From an optimization exercise on the open Yosys and OpenROAD flow, aimed at small area; shortcuts taken in it are not production practice.
Only simulation tests tie the RTL to the original design; equivalence was not proved.
No activity file was given, so power comes from the tool's default toggle rates.

## Proj4WhackAMole
module Proj4WhackAMole(
    input  MAX10_CLK1_50,
    input  rst,              
    input  [9:0] SW,
    input  [3:0] BTN_N,
    output [7:0] MATRIX_ROW_N,
    output [7:0] MATRIX_COL,
    output [7:0] HEX0,
    output [7:0] HEX1,
    output [7:0] HEX2,
    output [7:0] HEX3,
    output [7:0] HEX4,
    output [7:0] HEX5,
    output [9:0] LEDR
);
==> flow/config.mk <==
export PLATFORM = sky130hd
export DESIGN_NAME = Proj4WhackAMole
export DESIGN_NICKNAME = Proj4WhackAMole
export VERILOG_FILES = /design/flow/design.v
export SDC_FILE = /design/flow/constraint.sdc
export NUM_CORES = 4
export LEC_CHECK = 0
export ABC_AREA = 1
export CAP_MARGIN = 20
export CORE_MARGIN = 2
export CORE_UTILIZATION = 40
export CTS_BUF_LIST = sky130_fd_sc_hd__clkbuf_4
export SLEW_MARGIN = 20
==> flow/constraint.sdc <==
create_clock -name core_clock -period 20.0 [get_ports {MAX10_CLK1_50}]
set_input_delay 4.0000 -clock core_clock [delete_from_list [all_inputs] [get_ports {MAX10_CLK1_50}]]
set_output_delay 4.0000 -clock core_clock [all_outputs]
set_load 0.01 [all_outputs]
standard.sh (not shown) runs the stock make flow with config.mk's settings and CLKGATE_MAP_FILE= SYNTH_SCRIPT=/design/flow/synth_recipe.tcl, a recipe that flattens the netlist after the stock synthesis.
==> flow/flow/run.sh <==
#!/bin/bash
# Own layout flow: the standard synthesis, then its combinational logic re-mapped for
# area with several ABC seeds (registers untouched, the smallest result kept), then
# the standard ORFS layout with small port buffers, a small clock tree and shared
# tie cells. Each tool's output goes to a log_*.log file here.
set -euo pipefail
W=$(pwd)
R=$W/orfs/results/$FLOW_PLATFORM/Proj4WhackAMole/base
YOSYS=$FLOW_HOME/../tools/install/yosys/bin/yosys
LIB=$FLOW_HOME/platforms/$FLOW_PLATFORM/lib/sky130_fd_sc_hd__tt_025C_1v80.lib
SEEDS="$(seq -s " " 1 24)"
JOBS=${NUM_CORES:-4}

bash standard.sh synth > $W/log_1_standard_synth.log 2>&1
cp $R/1_2_yosys.v $W/standard_synth.v

mkdir -p $W/resynth
n=0
for s in $SEEDS; do
  echo "strash; &get -n; &deepsyn -T 30 -S $s; &put; dch -f; amap; topo" > $W/resynth/seed$s.abc
  LIBFILE=$LIB TOP=$FLOW_TOP NETLIST_IN=$W/standard_synth.v NETLIST_OUT=$W/resynth/seed$s.v \
    STAT_OUT=$W/resynth/seed$s.stat ABC_SCRIPT=$W/resynth/seed$s.abc DONT_USE_FILE=$W/flow/dont_use.txt \
    $YOSYS -c $W/flow/resynth.tcl > $W/log_2_resynth_seed$s.log 2>&1 &
  n=$((n+1))
  if (( n % JOBS == 0 )); then wait; fi
done
wait
best=""; besta=""
for s in $SEEDS; do
  [[ -f $W/resynth/seed$s.stat && -f $W/resynth/seed$s.v ]] || continue
  a=$(sed -n "s/.*Chip area for module.*: *\([0-9.]*\).*/\1/p" $W/resynth/seed$s.stat)
  [[ -n "$a" ]] || continue
  if [[ -z "$besta" ]] || awk "BEGIN{exit !($a < $besta)}"; then best=$s; besta=$a; fi
done
echo "resynthesis: seed $best, area $besta" | tee $W/resynth/chosen.txt
cp $W/resynth/seed$best.v $W/resynth.v

cp $W/resynth.v $R/1_2_yosys.v
rm -f $R/1_synth.odb $R/1_synth.sdc
export BUFFER_PORTS_ARGS="-buffer_cell sky130_fd_sc_hd__buf_1"
export CTS_ARGS="$(cat $W/flow/cts_args.txt)"
export SKIP_REPAIR_TIE_FANOUT=1
bash standard.sh finish > $W/log_3_standard_layout.log 2>&1
Other scripts of this flow, unchanged in this note and not shown: flow/flow/cts_args.txt, flow/flow/dont_use.txt, flow/flow/resynth.tcl
The starting point produced a clean layout.
==> next run, changes <==
--- a/flow/design.v
+++ b/flow/design.v
@@ -159,35 +159,35 @@
     e2_is9 = (c[3] & ~c[2] & ~c[1] & c[0]);
 endfunction
 function e2_is0(input [3:0] c);   
     e2_is0 = (~c[3] & c[2] & c[1] & ~c[0]);
 endfunction
 localparam [4:0] T_0  = {1'b0, E2_0};
 localparam [4:0] T_25 = {1'b1, E2_9};
 reg [4:0] sc_t;  reg [3:0] sc_o;    
 reg [4:0] hi_t;  reg [3:0] hi_o;    
 reg [1:0] t_h;   reg [3:0] t_t;  reg [3:0] t_o;    
-reg [1:0] a_h;   reg [3:0] a_t;     
+reg a_h;   reg [3:0] a_t;     
 reg [1:0] lives;
 reg [7:0] lfsr;
 reg prev_smash_any;
 wire [1:0] mole_row_group = lfsr[2:1];
 wire [1:0] mole_col_group = lfsr[4:3];
 wire [1:0] mole_zone = {lfsr[2], lfsr[4]};
 wire smash_edge = smash_any & ~prev_smash_any;
 wire sc_wrap  = sc_t[4] && e2_is9(sc_t[3:0]) && e1_is5(sc_o);
 wire sc_o9    = e1_is9(sc_o);
 wire sc_eq_hi = (sc_t == hi_t) && (sc_o == hi_o);
 wire [4:0] sc_t_n = sc_wrap ? T_0 : !sc_o9 ? sc_t :
                     {sc_t[4] | e2_is15(sc_t[3:0]), e2_inc16(sc_t[3:0])};
 wire [3:0] sc_o_n = sc_wrap ? E1_0 : e1_inc(sc_o);
-wire timeout = e1_is0(t_o) && (t_t == a_t) && (t_h == a_h);
+wire timeout = e1_is0(t_o) && ((a_t == E2_10) ? (t_h == 2'd2 && t_t == E2_0) : (t_t == a_t && t_h == {1'b0, a_h}));
 always @(posedge clk) begin
   if (rst) begin
     state <= IDLE;
     sc_t  <= T_0;
     sc_o  <= E1_0;
     hi_t  <= T_0;
     hi_o  <= E1_0;
     lives <= 2'd3;
     lfsr  <= 8'hA3;
   end else if (tick_game) begin
@@ -234,30 +234,30 @@
             GAME_OVER_0: state <= start ? IDLE : GAME_OVER_0;
             GAME_OVER_1: state <= start ? GAME_OVER_1 : GAME_OVER_0;
         endcase
     end
   end
 end
 wire tw = tick_game && state == WAIT_INPUT;      
 wire tl = tick_game && state == LIGHT_MOLE;      
 wire tg = tick_game && state == CHECK && lives == 2'd1;
 wire ai = tick_game && state == IDLE;            
-wire ad = tick_game && state == SCORE_UPDATE && (a_h != 2'd0 || !e2_d6(a_t));    
+wire ad = tick_game && state == SCORE_UPDATE && (a_h || !e2_d6(a_t));    
 wire to9 = e1_is9(t_o);
 wire tt9 = e2_d9(t_t);
 always @(posedge clk) begin
     if (tick_game) prev_smash_any <= smash_any;
     t_o <= t_o ^ (({4{tl}} & (E1_0 ^ t_o)) | ({4{tw}} & (e1_inc(t_o) ^ t_o)) | ({4{tg}} & (hi_o ^ t_o)));
     t_t <= t_t ^ (({4{tl}} & (E2_0 ^ t_t)) | ({4{tw & to9}} & (e2_inc10(t_t) ^ t_t)) | ({4{tg}} & (hi_t[3:0] ^ t_t)));
     t_h <= t_h ^ (({2{tl}} & t_h) | ({2{tw & to9 & tt9}} & ((t_h + 2'd1) ^ t_h)));
-    a_t <= a_t ^ (({4{ai}} & ((difficulty ? E2_2 : E2_0) ^ a_t)) | ({4{ad}} & (e2_dec10(a_t) ^ a_t)));
-    a_h <= a_h ^ (({2{ai}} & ((difficulty ? 2'd1 : 2'd2) ^ a_h)) | ({2{ad & e2_d0(a_t)}} & ((a_h - 2'd1) ^ a_h)));
+    a_t <= a_t ^ (({4{ai}} & ((difficulty ? E2_2 : E2_10) ^ a_t)) | ({4{ad}} & (((a_t == E2_10) ? E2_9 : e2_dec10(a_t)) ^ a_t)));
+    a_h <= a_h ^ ((ai & ~a_h) | (ad & e2_d0(a_t) & a_h));
 end
 wire row_hit = show_mole && !row_sel[0] && (row_sel[2:1] == mole_row_group);
 genvar gi;
 generate
     for (gi = 0; gi < 8; gi = gi + 1) begin : g_mat
         assign MATRIX_ROW_N[gi] = (row_sel == gi);
         if (gi % 2 == 0)
             assign MATRIX_COL[gi] = ~(row_hit && (mole_col_group == gi / 2));
         else
             assign MATRIX_COL[gi] = 1'b1;
Effect:
- total power drops by a few percent
- worst setup slack gains 0.14 ns
- cell area drops slightly
- sequential share of layout area drops by 0.34 points
- maximum frequency climbs slightly
- cell count drops slightly
- combinational power drops by about a fifth
- utilization climbs by 1.4 points
- global-route usage barely changes

* * *

Another version of the RTL of Proj4WhackAMole (not shown whole).
For scale: about 90 I/O pins, about 3300 µm² of cells after synthesis.
Settings: LEC_CHECK=0, ABC_AREA=1, CAP_MARGIN=20, CORE_MARGIN=2, CORE_UTILIZATION=40, CTS_BUF_LIST=sky130_fd_sc_hd__clkbuf_4, SLEW_MARGIN=20; clock period 20.0 ns.
==> flow/flow/run.sh <==
#!/bin/bash
# Own layout flow: the standard synthesis, then its combinational logic re-mapped for
# area with several ABC seeds (registers untouched, the smallest result kept), then
# the standard ORFS layout with small port buffers, a small clock tree and shared
# tie cells. Each tool's output goes to a log_*.log file here.
set -euo pipefail
W=$(pwd)
R=$W/orfs/results/$FLOW_PLATFORM/Proj4WhackAMole/base
YOSYS=$FLOW_HOME/../tools/install/yosys/bin/yosys
LIB=$FLOW_HOME/platforms/$FLOW_PLATFORM/lib/sky130_fd_sc_hd__tt_025C_1v80.lib
SEEDS="1 2 3 4 5 6 7 8"
JOBS=${NUM_CORES:-4}

bash standard.sh synth > $W/log_1_standard_synth.log 2>&1
cp $R/1_2_yosys.v $W/standard_synth.v

mkdir -p $W/resynth
n=0
for s in $SEEDS; do
  echo "strash; &get -n; &deepsyn -T 20 -S $s; &put; dch -f; amap; topo" > $W/resynth/seed$s.abc
  LIBFILE=$LIB TOP=$FLOW_TOP NETLIST_IN=$W/standard_synth.v NETLIST_OUT=$W/resynth/seed$s.v \
    STAT_OUT=$W/resynth/seed$s.stat ABC_SCRIPT=$W/resynth/seed$s.abc DONT_USE_FILE=$W/flow/dont_use.txt \
    $YOSYS -c $W/flow/resynth.tcl > $W/log_2_resynth_seed$s.log 2>&1 &
  n=$((n+1))
  if (( n % JOBS == 0 )); then wait; fi
done
wait
best=""; besta=""
for s in $SEEDS; do
  [[ -f $W/resynth/seed$s.stat && -f $W/resynth/seed$s.v ]] || continue
  a=$(sed -n "s/.*Chip area for module.*: *\([0-9.]*\).*/\1/p" $W/resynth/seed$s.stat)
  [[ -n "$a" ]] || continue
  if [[ -z "$besta" ]] || awk "BEGIN{exit !($a < $besta)}"; then best=$s; besta=$a; fi
done
echo "resynthesis: seed $best, area $besta" | tee $W/resynth/chosen.txt
cp $W/resynth/seed$best.v $W/resynth.v

cp $W/resynth.v $R/1_2_yosys.v
rm -f $R/1_synth.odb $R/1_synth.sdc
export BUFFER_PORTS_ARGS="-buffer_cell sky130_fd_sc_hd__buf_1"
export CTS_ARGS="$(cat $W/flow/cts_args.txt)"
export SKIP_REPAIR_TIE_FANOUT=1
bash standard.sh finish > $W/log_3_standard_layout.log 2>&1
Other scripts of this flow, unchanged in this note and not shown: flow/flow/cts_args.txt, flow/flow/dont_use.txt, flow/flow/resynth.tcl
Rerun with:
--- a/flow/design.v
+++ b/flow/design.v
@@ -47,55 +47,55 @@
 localparam IDLE         = 3'd0;
 localparam LIGHT_MOLE   = 3'd1;
 localparam GAME_OVER    = 3'd2;
 localparam WAIT_INPUT   = 3'd4;
 localparam CHECK        = 3'd5;
 localparam SCORE_UPDATE = 3'd6;
 localparam NEXT_ROUND   = 3'd7;
 reg [2:0] state;
 wire show_mole = state[2];
-localparam [3:0] E1_0 = 4'd2;
-localparam [3:0] E1_1 = 4'd1;
-localparam [3:0] E1_2 = 4'd9;
-localparam [3:0] E1_3 = 4'd8;
-localparam [3:0] E1_4 = 4'd4;
-localparam [3:0] E1_5 = 4'd15;
-localparam [3:0] E1_6 = 4'd10;
-localparam [3:0] E1_7 = 4'd0;
-localparam [3:0] E1_8 = 4'd13;
-localparam [3:0] E1_9 = 4'd14;
+localparam [3:0] E1_0 = 4'd7;
+localparam [3:0] E1_1 = 4'd4;
+localparam [3:0] E1_2 = 4'd12;
+localparam [3:0] E1_3 = 4'd13;
+localparam [3:0] E1_4 = 4'd1;
+localparam [3:0] E1_5 = 4'd10;
+localparam [3:0] E1_6 = 4'd15;
+localparam [3:0] E1_7 = 4'd5;
+localparam [3:0] E1_8 = 4'd8;
+localparam [3:0] E1_9 = 4'd11;
 function [3:0] e1_inc(input [3:0] c);   
     begin
-        e1_inc[0] = ~c[3];
-        e1_inc[1] = c[2];
-        e1_inc[2] = ~(c[1] | (~c[2] & c[0]));
-        e1_inc[3] = c[0] | (~c[3] & ~c[1]);
+        e1_inc[0] = c[3];
+        e1_inc[1] = ~c[2];
+        e1_inc[2] = (c[2] & ~c[0]) | c[1];
+        e1_inc[3] = ~c[0] | (~c[3] & ~c[1]);
     end
 endfunction
 function [6:0] e1_seg(input [3:0] c);   
     begin
-        e1_seg[0] = ~(c[3] | (~c[2] & ~c[0]));
-        e1_seg[1] = (c[1] & c[0]) | (c[3] & ~c[2] & c[1]);
-        e1_seg[2] = (c[3] & ~c[2] & c[0]);
+        e1_seg[0] = ~(c[3] | (c[2] & c[0]));
+        e1_seg[1] = (c[1] & ~c[0]) | (c[3] & c[2] & c[1]);
+        e1_seg[2] = (c[3] & c[2] & ~c[0]);
         e1_seg[3] = (~c[3] & ~c[1]);
-        e1_seg[4] = ~((~c[2] & c[1]) | (c[3] & ~c[1] & c[0]));
-        e1_seg[5] = (~c[2] & ~c[1]);
-        e1_seg[6] = (~c[3] & ~c[2]);
+        e1_seg[4] = ~((c[3] & ~c[1] & ~c[0]) | (c[2] & c[1]));
+        e1_seg[5] = (c[2] & ~c[1]);
+        e1_seg[6] = (~c[3] & c[2]);
     end
 endfunction
 function e1_is0(input [3:0] c);
     e1_is0 = (~c[3] & c[1]);
 endfunction
 function e1_is5(input [3:0] c);
-    e1_is5 = (c[1] & c[0]);
+    e1_is5 = (c[1] & ~c[0]);
 endfunction
 function e1_is9(input [3:0] c);
-    e1_is9 = (c[3] & c[2] & ~c[0]);
+    e1_is9 = (~c[2] & c[1] & c[0]);
 endfunction
 localparam [3:0] E2_0 = 4'd6;
 localparam [3:0] E2_1 = 4'd1;
 localparam [3:0] E2_2 = 4'd7;
 localparam [3:0] E2_3 = 4'd3;
 localparam [3:0] E2_4 = 4'd11;
 localparam [3:0] E2_5 = 4'd10;
 localparam [3:0] E2_6 = 4'd13;
 localparam [3:0] E2_7 = 4'd2;
Power goes down by 2.7%.
Die area came out lower by 0.33%.
Maximum frequency is about the same.
Cell area falls by 0.52%.
Core utilization drops by 0.24 points.

* * *

old:
Proj4WhackAMole, a different RTL version from the one above (not shown whole).
Size: roughly 90 I/O pins.
export LEC_CHECK = 0
export ABC_AREA = 1
export CAP_MARGIN = 20
export CORE_MARGIN = 2
export CORE_UTILIZATION = 40
export CTS_BUF_LIST = sky130_fd_sc_hd__clkbuf_4
export SLEW_MARGIN = 20
create_clock -name core_clock -period 20.0 [get_ports {MAX10_CLK1_50}]
==> flow/flow/run.sh <==
#!/bin/bash
# Own layout flow: the standard synthesis, then its combinational logic re-mapped for
# area with several ABC seeds (registers untouched, the smallest result kept), then
# the standard ORFS layout with small port buffers, a small clock tree and shared
# tie cells. Each tool's output goes to a log_*.log file here.
set -euo pipefail
W=$(pwd)
R=$W/orfs/results/$FLOW_PLATFORM/Proj4WhackAMole/base
YOSYS=$FLOW_HOME/../tools/install/yosys/bin/yosys
LIB=$FLOW_HOME/platforms/$FLOW_PLATFORM/lib/sky130_fd_sc_hd__tt_025C_1v80.lib
SEEDS="$(seq -s " " 1 24)"
JOBS=${NUM_CORES:-4}

bash standard.sh synth > $W/log_1_standard_synth.log 2>&1
cp $R/1_2_yosys.v $W/standard_synth.v

mkdir -p $W/resynth
n=0
for s in $SEEDS; do
  echo "strash; &get -n; &deepsyn -T 30 -S $s; &put; dch -f; amap; topo" > $W/resynth/seed$s.abc
  LIBFILE=$LIB TOP=$FLOW_TOP NETLIST_IN=$W/standard_synth.v NETLIST_OUT=$W/resynth/seed$s.v \
    STAT_OUT=$W/resynth/seed$s.stat ABC_SCRIPT=$W/resynth/seed$s.abc DONT_USE_FILE=$W/flow/dont_use.txt \
    $YOSYS -c $W/flow/resynth.tcl > $W/log_2_resynth_seed$s.log 2>&1 &
  n=$((n+1))
  if (( n % JOBS == 0 )); then wait; fi
done
wait
best=""; besta=""
for s in $SEEDS; do
  [[ -f $W/resynth/seed$s.stat && -f $W/resynth/seed$s.v ]] || continue
  a=$(sed -n "s/.*Chip area for module.*: *\([0-9.]*\).*/\1/p" $W/resynth/seed$s.stat)
  [[ -n "$a" ]] || continue
  if [[ -z "$besta" ]] || awk "BEGIN{exit !($a < $besta)}"; then best=$s; besta=$a; fi
done
echo "resynthesis: seed $best, area $besta" | tee $W/resynth/chosen.txt
cp $W/resynth/seed$best.v $W/resynth.v

cp $W/resynth.v $R/1_2_yosys.v
rm -f $R/1_synth.odb $R/1_synth.sdc
export BUFFER_PORTS_ARGS="-buffer_cell sky130_fd_sc_hd__buf_1"
export CTS_ARGS="$(cat $W/flow/cts_args.txt)"
export SKIP_REPAIR_TIE_FANOUT=1
bash standard.sh finish > $W/log_3_standard_layout.log 2>&1
Other scripts of this flow, unchanged in this note and not shown: flow/flow/cts_args.txt, flow/flow/dont_use.txt, flow/flow/resynth.tcl
Edits applied to the flow inputs when going from old to new:
diff --git a/flow/design.v b/flow/design.v
--- a/flow/design.v
+++ b/flow/design.v
@@ -163,13 +163,13 @@
 endfunction
 localparam [4:0] T_0  = {1'b0, E2_0};
 localparam [4:0] T_25 = {1'b1, E2_9};
 reg [4:0] sc_t;  reg [3:0] sc_o;    
 reg [4:0] hi_t;  reg [3:0] hi_o;    
 reg [1:0] t_h;   reg [3:0] t_t;  reg [3:0] t_o;    
-reg [1:0] a_h;   reg [3:0] a_t;     
+reg a_h;   reg [3:0] a_t;     
 reg [1:0] lives;
 reg [7:0] lfsr;
 reg prev_smash_any;
 wire [1:0] mole_row_group = lfsr[2:1];
 wire [1:0] mole_col_group = lfsr[4:3];
 wire [1:0] mole_zone = {lfsr[2], lfsr[4]};
@@ -177,13 +177,13 @@
 wire sc_wrap  = sc_t[4] && e2_is9(sc_t[3:0]) && e1_is5(sc_o);
 wire sc_o9    = e1_is9(sc_o);
 wire sc_eq_hi = (sc_t == hi_t) && (sc_o == hi_o);
 wire [4:0] sc_t_n = sc_wrap ? T_0 : !sc_o9 ? sc_t :
                     {sc_t[4] | e2_is15(sc_t[3:0]), e2_inc16(sc_t[3:0])};
 wire [3:0] sc_o_n = sc_wrap ? E1_0 : e1_inc(sc_o);
-wire timeout = e1_is0(t_o) && (t_t == a_t) && (t_h == a_h);
+wire timeout = e1_is0(t_o) && ((a_t == E2_10) ? (t_h == 2'd2 && t_t == E2_0) : (t_t == a_t && t_h == {1'b0, a_h}));
 always @(posedge clk) begin
   if (rst) begin
     state <= IDLE;
     sc_t  <= T_0;
     sc_o  <= E1_0;
     hi_t  <= T_0;
@@ -236,23 +236,27 @@
         endcase
     end
   end
 end
 wire tw = tick_game && state == WAIT_INPUT;      
 wire tl = tick_game && state == LIGHT_MOLE;      
+wire tg = tick_game && state == CHECK && lives == 2'd1;
 wire ai = tick_game && state == IDLE;            
-wire ad = tick_game && state == SCORE_UPDATE && (a_h != 2'd0 || !e2_d6(a_t));    
+wire ad = tick_game && state == SCORE_UPDATE && (a_h || !e2_d6(a_t));    
 wire to9 = e1_is9(t_o);
 wire tt9 = e2_d9(t_t);
 always @(posedge clk) begin
     if (tick_game) prev_smash_any <= smash_any;
-    t_o <= t_o ^ (({4{tl}} & (E1_0 ^ t_o)) | ({4{tw}} & (e1_inc(t_o) ^ t_o)));
-    t_t <= t_t ^ (({4{tl}} & (E2_0 ^ t_t)) | ({4{tw & to9}} & (e2_inc10(t_t) ^ t_t)));
-    t_h <= t_h ^ (({2{tl}} & t_h) | ({2{tw & to9 & tt9}} & ((t_h + 2'd1) ^ t_h)));
-    a_t <= a_t ^ (({4{ai}} & ((difficulty ? E2_2 : E2_0) ^ a_t)) | ({4{ad}} & (e2_dec10(a_t) ^ a_t)));
-    a_h <= a_h ^ (({2{ai}} & ((difficulty ? 2'd1 : 2'd2) ^ a_h)) | ({2{ad & e2_d0(a_t)}} & ((a_h - 2'd1) ^ a_h)));
+    t_o <= ({4{~tl & ~tg}} & t_o) ^ ({4{tl}} & E1_0) ^ ({4{tg}} & hi_o) ^
+           ({4{tw}} & (e1_inc(t_o) ^ t_o));
+    t_t <= ({4{~tl & ~tg}} & t_t) ^ ({4{tl}} & E2_0) ^ ({4{tg}} & hi_t[3:0]) ^
+           ({4{tw & to9}} & (e2_inc10(t_t) ^ t_t));
+    t_h <= ({2{~tl}} & t_h) ^ ({2{tw & to9 & tt9}} & ((t_h + 2'd1) ^ t_h));
+    a_t <= ({4{~ai}} & a_t) ^ ({4{ai}} & (difficulty ? E2_2 : E2_10)) ^
+           ({4{ad}} & (((a_t == E2_10) ? E2_9 : e2_dec10(a_t)) ^ a_t));
+    a_h <= (~ai & a_h) ^ ai ^ (ad & e2_d0(a_t) & a_h);
 end
 wire row_hit = show_mole && !row_sel[0] && (row_sel[2:1] == mole_row_group);
 genvar gi;
 generate
     for (gi = 0; gi < 8; gi = gi + 1) begin : g_mat
         assign MATRIX_ROW_N[gi] = (row_sel == gi);
@@ -268,14 +272,14 @@
 assign LEDR[9:3] = 7'b0000000;
 wire in_idle   = (lives == 2'd3) && (sc_t == T_0) && e1_is0(sc_o) && !show_mole;
 wire game_over = (lives == 2'd0);
 wire m_lose    = game_over && !stats;
 wire m_stats   = game_over && stats;
 wire m_num     = !in_idle && !game_over;
-wire [6:0] seg_hex0 = e1_seg(m_stats ? hi_o : t_o);
-wire [6:0] seg_hex1 = e2_seg(m_stats ? hi_t[3:0] : t_t);
+wire [6:0] seg_hex0 = e1_seg(t_o);
+wire [6:0] seg_hex1 = e2_seg(t_t);
 wire [6:0] seg_hex4 = e1_seg(sc_o);
 wire [6:0] seg_hex5 = e2_seg(sc_t[3:0]);
 wire [6:0] seg_hex2 = {~t_h[1], ~(~t_h[1] & ~t_h[0]), t_h[0], t_h[0], t_h[1], 1'b0, t_h[0]};
 assign HEX0 = {1'b1, in_idle ? 7'h07 : m_lose ? 7'h7F : seg_hex0};
 assign HEX1 = {1'b1, in_idle ? 7'h2F : m_lose ? 7'h06 : seg_hex1};
 assign HEX2 = {m_stats, in_idle ? 7'h08 : m_lose ? 7'h12 : m_stats ? 7'h7F : seg_hex2};
Notes after the runs:
- When the final numbers for new and old were put side by side, the netlist area before placement turned out to be greater in old.
- When new is measured against old, its utilization turns out 1.1 points higher.
- On clock network contribution to total cell area, new tracks old almost exactly.
- There was hardly any difference in setup slack on the worst flop-to-flop path between old and new.
- Cmp new and old / global-route usage over all layers / higher: new
- The slew at the pin closest to its max-slew limit reported for new is greater than that of old by 0.039 ns.
- Lower core outline area among new and old: new
- On minimum setup slack in the final design: between new and old, it ends up lower for old.
- Power per cell area, new vs old: down by a little under 10%
- Taking old as the reference, in new post-route fraction of the period consumed by the critical path moved down, DRC marker count from the first detailed-route iteration moved up, routability congestion estimate from global placement level.

[static timing again, ports no longer ideal]
The results above use ideal ports. As a check the final layouts listed here were re-extracted and re-timed, cells and wires unchanged. Step 1 (the two cells are an assumption about what drives the block):
set clk [get_ports {MAX10_CLK1_50}]
set_driving_cell -lib_cell sky130_fd_sc_hd__clkbuf_16 $clk
set_driving_cell -lib_cell sky130_fd_sc_hd__buf_2 [delete_from_list [all_inputs] $clk]
Step 2 also shifts input and output timing later by t, the mid clock arrival at the registers, as if the neighbouring blocks saw the same clock. Three values: ideal, step 1, step 2; two values: the first two.
| run | shift t [ns] | setup slack, ns | worst data-port slew with drivers (ns) | pins driven straight from the clock port |
|---|---|---|---|---|
| the first run of note 1 | 0.421 | 10.727 / 10.706 / 10.706 | 0.03 | 1 |
| the second run of note 1 | 0.413 | 10.865 / 10.835 / 10.835 | 0.03 | 1 |
| the first run of note 2 | 0.413 | 10.047 / 10.022 / 10.022 | 0.04 | 1 |
| the second run of note 2 | 0.415 | 10.028 / 10.007 / 10.007 | 0.03 | 1 |
| old | 0.408 | 9.959 / 9.937 / 9.937 | 0.04 | 1 |
| new | 0.413 | 10.615 / 10.592 / 10.592 | 0.03 | 1 |
After both steps every run listed still meets setup and hold. The setup slack of the second run of note 1, which loses most, moves by -0.030 ns with the drivers and by -0.030 ns with both steps.
